Context: an optimization exercise on an open-source flow, tuned for small area and a short achievable clock period. The choices shown serve that exercise and are no tape-out recipe.
At most, simulation tests tie the RTL to the original design; equivalence was not proved.
Power figures rest on the tool's default switching activity, not on a simulated workload.

## MyComputer
module MyComputer(
	input Clock,
	output [9:0] LEDR,
	input [9:0] SW,
	input [3:0] KEY,
	output [6:0] HEX0,
	output [6:0] HEX1,
	output [6:0] HEX2,
	output [6:0] HEX3,
	output [6:0] HEX4,
	output [6:0] HEX5
);
==> flow/config.mk <==
export PLATFORM = sky130hd
export DESIGN_NAME = MyComputer
export DESIGN_NICKNAME = MyComputer
export VERILOG_FILES = /design/flow/design.v
export SDC_FILE = /design/flow/constraint.sdc
export NUM_CORES = 4
export LEC_CHECK = 0
export ABC_AREA = 1
export CAP_MARGIN = 20
export CORE_MARGIN = 2
export CORE_UTILIZATION = 40
export CTS_BUF_LIST = sky130_fd_sc_hd__clkbuf_8
export CTS_CLUSTER_SIZE = 20
export PLACE_DENSITY = 0.6
export SLEW_MARGIN = 20
==> flow/constraint.sdc <==
create_clock -name core_clock -period 11.0 [get_ports {Clock}]
set_input_delay 2.2000 -clock core_clock [delete_from_list [all_inputs] [get_ports {Clock}]]
set_output_delay 2.2000 -clock core_clock [all_outputs]
set_load 0.01 [all_outputs]
standard.sh (not shown) runs the stock make flow with config.mk's settings and CLKGATE_MAP_FILE= SYNTH_SCRIPT=/design/flow/synth_recipe.tcl, a recipe that flattens the netlist after the stock synthesis.
==> flow/flow/run.sh <==
#!/bin/bash
# The standard layout (standard.sh), with buf_4 cells as the port buffers
# instead of the default delay buffers, and timing repair aimed below the
# clock period.
bash standard.sh "BUFFER_PORTS_ARGS=-buffer_cell sky130_fd_sc_hd__buf_4" SETUP_SLACK_MARGIN=7.9 finish > standard.log 2>&1
The first run finished clean.
Change:
==> flow/flow/run.sh (replaced) <==
#!/bin/bash
# The standard layout (standard.sh) with three changes to how it is made:
# buf_4 cells as the port buffers instead of the default delay buffers,
# timing repair aimed below the clock period, and an area-oriented ABC
# mapping script (flow/abc_area.script) in a copy of the ORFS scripts.
set -e
rm -rf scripts_copy
cp -r "$FLOW_HOME/scripts" scripts_copy
cp flow/abc_area.script scripts_copy/abc_area.script
bash standard.sh SCRIPTS_DIR="$PWD/scripts_copy" \
	"BUFFER_PORTS_ARGS=-buffer_cell sky130_fd_sc_hd__buf_4" \
	SETUP_SLACK_MARGIN=7.9 finish > standard.log 2>&1
==> flow/flow/abc_area.script (new file) <==
strash
dch
amap
topo
After rerunning: The new run completed with no timing, DRC or antenna violations. Sequential power hardly moves. Cell area is lower slightly. Worst setup slack degrades by 88 ps. Wire length decreases slightly. Synthesized cell count falls by about a fifth. Via count fell by a few percent. Power goes up slightly. Fmax came out lower by a few percent.
No run of this note included a check of the RTL's function; only the layout flow was run.

---

Another version of the RTL of MyComputer (not shown whole).
Size in the first run: about 1200 cells after synthesis, ~8900 µm² of cells after synthesis.
==> flow/design.v (excerpt) <==
module MyComputer(
	input Clock,
	output [9:0] LEDR,
	input [9:0] SW,
	input [3:0] KEY,
	output [6:0] HEX0,
	output [6:0] HEX1,
	output [6:0] HEX2,
	output [6:0] HEX3,
	output [6:0] HEX4,
	output [6:0] HEX5
);
Settings: LEC_CHECK=0, ABC_AREA=1, CAP_MARGIN=20, CORE_MARGIN=2, CORE_UTILIZATION=55, CTS_BUF_LIST=sky130_fd_sc_hd__clkbuf_8, CTS_CLUSTER_SIZE=20, PLACE_DENSITY=0.75, SLEW_MARGIN=20; clock period 11.0 ns.
==> flow/flow/run.sh <==
#!/bin/bash
# The standard layout (standard.sh), with buf_4 cells as the port buffers
# instead of the default delay buffers.

bash standard.sh "BUFFER_PORTS_ARGS=-buffer_cell sky130_fd_sc_hd__buf_4" finish > standard.log 2>&1
Next try:
- CORE_UTILIZATION: 55 -> 40
- PLACE_DENSITY: 0.75 -> 0.6
Effect:
- setup slack improved by 0.016 ns
- first-iteration DRC count rose by 6.5%
- core utilization fell by 17 points
- wire length rose by 3.8%
- die area rose by 36%
- design area rose by 0.74%
- register-to-register slack hardly moves
Function was not checked in any run of this note: the RTL went through the layout flow alone.

---

Another version of the RTL of MyComputer (not shown whole).
## MyComputer
module MyComputer(
	input Clock,
	output [9:0] LEDR,
	input [9:0] SW,
	input [3:0] KEY,
	output [6:0] HEX0,
	output [6:0] HEX1,
	output [6:0] HEX2,
	output [6:0] HEX3,
	output [6:0] HEX4,
	output [6:0] HEX5
);
	reg rs1, rs2, rst;
	reg [4:0] dcnt;
	wire dtog = (dcnt == 5'd29);
	wire rst_n = dtog ? !rst : rst;      
	always @(posedge Clock) begin
		rs1 <= SW[9];
		rs2 <= rs1;
		dcnt <= ((rst == rs2) | dtog) ? 5'd0 : dcnt + 5'd1;
		rst <= rst_n;
	end
	reg ts1;
	reg [3:0] k1, k2, k3;
	always @(posedge Clock) begin
		ts1 <= SW[8];
		k1 <= {KEY[3], ~KEY[2:0]};
		k2 <= k1;
		k3 <= k2;
	end
	wire [3:0] pb = k3 & ~k2;
	reg [7:0] pdat, dinp;
	always @(posedge Clock)
		if (k1[3] & ~KEY[3]) pdat <= SW[7:0];
	reg [7:0] cnt;
	reg go, ngo;
	wire cwrap = (cnt == 8'h68);
	wire go_n = !rst_n && ((!rst && cwrap) || ts1);
	always @(posedge Clock) begin
  ...
export LEC_CHECK = 0
export ABC_AREA = 1
export CAP_MARGIN = 20
export CORE_MARGIN = 2
export CORE_UTILIZATION = 40
export CTS_BUF_LIST = sky130_fd_sc_hd__clkbuf_8
export CTS_CLUSTER_SIZE = 20
export PLACE_DENSITY = 0.6
export SLEW_MARGIN = 20
create_clock -name core_clock -period 11.0 [get_ports {Clock}]
==> flow/flow/run.sh <==
#!/bin/bash
# The standard layout (standard.sh), with buf_4 cells as the port buffers
# instead of the default delay buffers, and timing repair aimed below the
# clock period (repair_timing's setup margin).
bash standard.sh "BUFFER_PORTS_ARGS=-buffer_cell sky130_fd_sc_hd__buf_4" SETUP_SLACK_MARGIN=7.8 finish > standard.log 2>&1
Edit:
==> flow/flow/run.sh (replaced) <==
#!/bin/bash
# The standard layout (standard.sh), with buf_2 cells as the port buffers
# instead of the default delay buffers, and timing repair aimed below the
# clock period (repair_timing's setup margin).
bash standard.sh "BUFFER_PORTS_ARGS=-buffer_cell sky130_fd_sc_hd__buf_2" SETUP_SLACK_MARGIN=7.8 finish > standard.log 2>&1
- die area stays the same
- clock-buffer cell count stays the same
- cell area goes down by 2.0%
Edit:
==> flow/flow/run.sh (replaced) <==
#!/bin/bash
# The standard layout (standard.sh), with buf_2 cells as the port buffers
# instead of the default delay buffers, and timing repair aimed below the
# clock period (repair_timing's setup margin).
bash standard.sh "BUFFER_PORTS_ARGS=-buffer_cell sky130_fd_sc_hd__buf_2" SETUP_SLACK_MARGIN=7.9 finish > standard.log 2>&1
What happened:
- The new run produced a clean layout
- first-iteration DRC count stays flat
- maximum frequency is about the same
- power climbs by 0.98%
- sequential share of layout area drops by 0.51 points
- worst setup slack barely changes
- wire length climbs by 0.88%
- synthesized cell count is unchanged

---

MyComputer, a different RTL version from the one above (not shown whole).
Size: roughly 67 I/O pins, roughly 9600 um^2 of cells after synthesis.
==> flow/config.mk <==
export PLATFORM = sky130hd
export DESIGN_NAME = MyComputer
export DESIGN_NICKNAME = MyComputer
export VERILOG_FILES = /design/flow/design.v
export SDC_FILE = /design/flow/constraint.sdc
export NUM_CORES = 4
export LEC_CHECK = 0
export CAP_MARGIN = 20
export CORE_MARGIN = 2
export CORE_UTILIZATION = 40
export PLACE_DENSITY = 0.6
export SLEW_MARGIN = 20
==> flow/constraint.sdc <==
create_clock -name core_clock -period 11.0 [get_ports {Clock}]
set_input_delay 2.2000 -clock core_clock [delete_from_list [all_inputs] [get_ports {Clock}]]
set_output_delay 2.2000 -clock core_clock [all_outputs]
set_load 0.01 [all_outputs]
run.sh (not shown) runs the stock make flow with config.mk's settings and CLKGATE_MAP_FILE= SYNTH_SCRIPT=/design/flow/synth_recipe.tcl, a recipe that flattens the netlist after the stock synthesis.
Stock flow here: none of the scripts above is used.
The baseline went through all stages and came out clean.
==> next run, changes <==
==> flow/flow/run.sh (new file) <==
#!/bin/bash
# Standard layout with fast port buffers and timing repair aimed well below the clock period.
bash standard.sh "BUFFER_PORTS_ARGS=-buffer_cell sky130_fd_sc_hd__buf_4" SETUP_SLACK_MARGIN=7.5 finish > standard.log 2>&1
==> flow/standard.sh (new file) <==
#!/bin/bash
# synth_recipe.tcl (not shown) runs the flow's synth.tcl, then flattens the netlist and writes it again
# the make line also repeats each setting of config.mk as NAME=value (left out here)
make -C /OpenROAD-flow-scripts/flow DESIGN_CONFIG=/design/flow/config.mk WORK_HOME=/design/flow/orfs CLKGATE_MAP_FILE= SYNTH_SCRIPT=/design/flow/synth_recipe.tcl "${@:-finish}"
- ABC_CLOCK_PERIOD_IN_PS: unset -> 3000
removed: flow/run.sh
Cell count climbs by a few percent; sequential cell count is unchanged; total power goes up by a few percent; core utilization goes up by 2.8 points.
==> next run, changes <==
- ABC_CLOCK_PERIOD_IN_PS: 3000 -> unset
Design area is unchanged. Sequential power is about the same. Global-route usage is unchanged.

---

## job 2692
Another version of the RTL of MyComputer (not shown whole).
Size in the first run: about 1100 cells after synthesis, about 67 I/O pins, about 8800 um2 of cells after synthesis.
==> flow/design.v (excerpt) <==
module MyComputer(
	input Clock,
	output [9:0] LEDR,
	input [9:0] SW,
	input [3:0] KEY,
	output [6:0] HEX0,
	output [6:0] HEX1,
	output [6:0] HEX2,
	output [6:0] HEX3,
	output [6:0] HEX4,
	output [6:0] HEX5
);
==> flow/config.mk <==
export PLATFORM = sky130hd
export DESIGN_NAME = MyComputer
export DESIGN_NICKNAME = MyComputer
export VERILOG_FILES = /design/flow/design.v
export SDC_FILE = /design/flow/constraint.sdc
export NUM_CORES = 4
export LEC_CHECK = 0
export ABC_AREA = 1
export CAP_MARGIN = 20
export CORE_MARGIN = 2
export CORE_UTILIZATION = 40
export CTS_BUF_LIST = sky130_fd_sc_hd__clkbuf_16
export CTS_CLUSTER_SIZE = 40
export PLACE_DENSITY = 0.6
export SLEW_MARGIN = 20
==> flow/constraint.sdc <==
create_clock -name core_clock -period 11.0 [get_ports {Clock}]
set_input_delay 2.2000 -clock core_clock [delete_from_list [all_inputs] [get_ports {Clock}]]
set_output_delay 2.2000 -clock core_clock [all_outputs]
set_load 0.01 [all_outputs]
standard.sh (not shown) runs the stock make flow with config.mk's settings and CLKGATE_MAP_FILE= SYNTH_SCRIPT=/design/flow/synth_recipe.tcl, a recipe that flattens the netlist after the stock synthesis.
==> flow/flow/run.sh <==
#!/bin/bash
# The standard layout (standard.sh), with buf_2 cells as the port buffers
# instead of the default delay buffers.
bash standard.sh "BUFFER_PORTS_ARGS=-buffer_cell sky130_fd_sc_hd__buf_2" finish > standard.log 2>&1
The inputs of job 3354 differ from those of job 2692 as listed below.
- CTS_CLUSTER_SIZE now 20, was 40
- CTS_BUF_LIST now sky130_fd_sc_hd__clkbuf_8, was sky130_fd_sc_hd__clkbuf_16
==> flow/flow/run.sh <==
#!/bin/bash
# The standard layout (standard.sh), with buf_1 cells as the port buffers
# instead of the default delay buffers.
bash standard.sh "BUFFER_PORTS_ARGS=-buffer_cell sky130_fd_sc_hd__buf_1" finish > standard.log 2>&1
Notes after the runs:
Run comparison: job 3354 launch point of the worst path enB_n; job 2692 launch point of the worst path enC. Looking at area overhead of the layout relative to synthesis, job 3354 sits below job 2692. Comparing worst hold slack for job 3354 and job 2692, the smaller number came from job 2692. Higher worst slew margin relative to its limit among job 3354 and job 2692: job 3354. Job 3354 vs job 2692 — worst-case clock skew rose 5.5 ps. Job 3354: summed area of non-filler cells in the final layout lower than job 2692. Higher setup slack goes to job 2692 over job 3354. Changes observed in job 3354 relative to job 2692: global-route usage decreased by 0.29 points relative to the old numbers; met1 track demand over resource in global routing decreased by 0.42 points relative to the old numbers; sequential share of layout area increased by 1.0 points relative to the old numbers; clock transition at the registers of the reported paths increased by 30 ps relative to the old numbers. The via density per instance of job 3354 is lower than that of job 2692.
Here is what was changed in the inputs of job 4914 compared with job 3354.
==> flow/flow/run.sh <==
#!/bin/bash
# The standard layout (standard.sh), with buf_2 cells as the port buffers
# instead of the default delay buffers.
bash standard.sh "BUFFER_PORTS_ARGS=-buffer_cell sky130_fd_sc_hd__buf_2" finish > standard.log 2>&1
Findings:
The post-layout minimum cycle time on job 3354 is in line with that on job 4914.
From job 3354 to job 4914 the numbers moved as follows: total power draw -about 0.8%; sequential cell power roughly the same; relative area change from synthesis to final layout shows an increase of 0.45 points.

==> separate check: timing with driven ports <==
No port has a modelled driver above. Below, the same layouts with a new extraction and two added sets of constraints. Step 1 (the two cells are an assumption about what drives the block):
set clk [get_ports {Clock}]
set_driving_cell -lib_cell sky130_fd_sc_hd__clkbuf_16 $clk
set_driving_cell -lib_cell sky130_fd_sc_hd__buf_2 [delete_from_list [all_inputs] $clk]
Step 2 moves the port delays by t, midway between the first and last clock arrival at a register: inputs arrive t later, outputs are due t later. That takes back most of the time a late clock gives input paths. a / b / c = ideal / step 1 / step 2; a / b = the first two.
| run | t (ns) | setup slack, ns | worst setup path after step 2 | latest minus earliest clock arrival (ns) |
|---|---|---|---|---|
| the first run of note 1 | 0.497 | 7.528 / 7.488 / 7.875 | input to register | 0.016 / 0.016 |
| the second run of note 1 | 0.501 | 7.440 / 7.404 / 7.859 | input to register | 0.010 / 0.010 |
| the first run of note 2 | 0.501 | 7.514 / 7.478 / 7.798 | register to register | 0.012 / 0.012 |
| the second run of note 2 | 0.498 | 7.530 / 7.493 / 7.796 | register to register | 0.019 / 0.019 |
| the first run of note 3 | 0.499 | 7.775 / 7.738 / 7.872 | input to register | 0.013 / 0.013 |
| the second run of note 3 | 0.479 | 7.816 / 7.779 / 7.878 | input to register | 0.014 / 0.013 |
| the third run of note 3 | 0.482 | 7.818 / 7.777 / 7.880 | input to register | 0.011 / 0.011 |
| the first run of note 4 | 0.468 | 6.450 / 6.400 / 6.767 | register to register | 0.007 / 0.007 |
| the second run of note 4 | 0.480 | 6.904 / 6.854 / 7.334 | register to output | 0.009 / 0.010 |
| the third run of note 4 | 0.480 | 6.904 / 6.854 / 7.334 | register to output | 0.009 / 0.010 |
| job 2692 | 0.466 | 7.703 / 7.659 / 7.817 | register to register | 0.010 / 0.009 |
| job 3354 | 0.492 | 7.659 / 7.622 / 7.758 | register to register | 0.015 / 0.015 |
| job 4914 | 0.493 | 7.662 / 7.623 / 7.841 | register to register | 0.014 / 0.014 |
After both steps setup and hold are still met in every run listed.
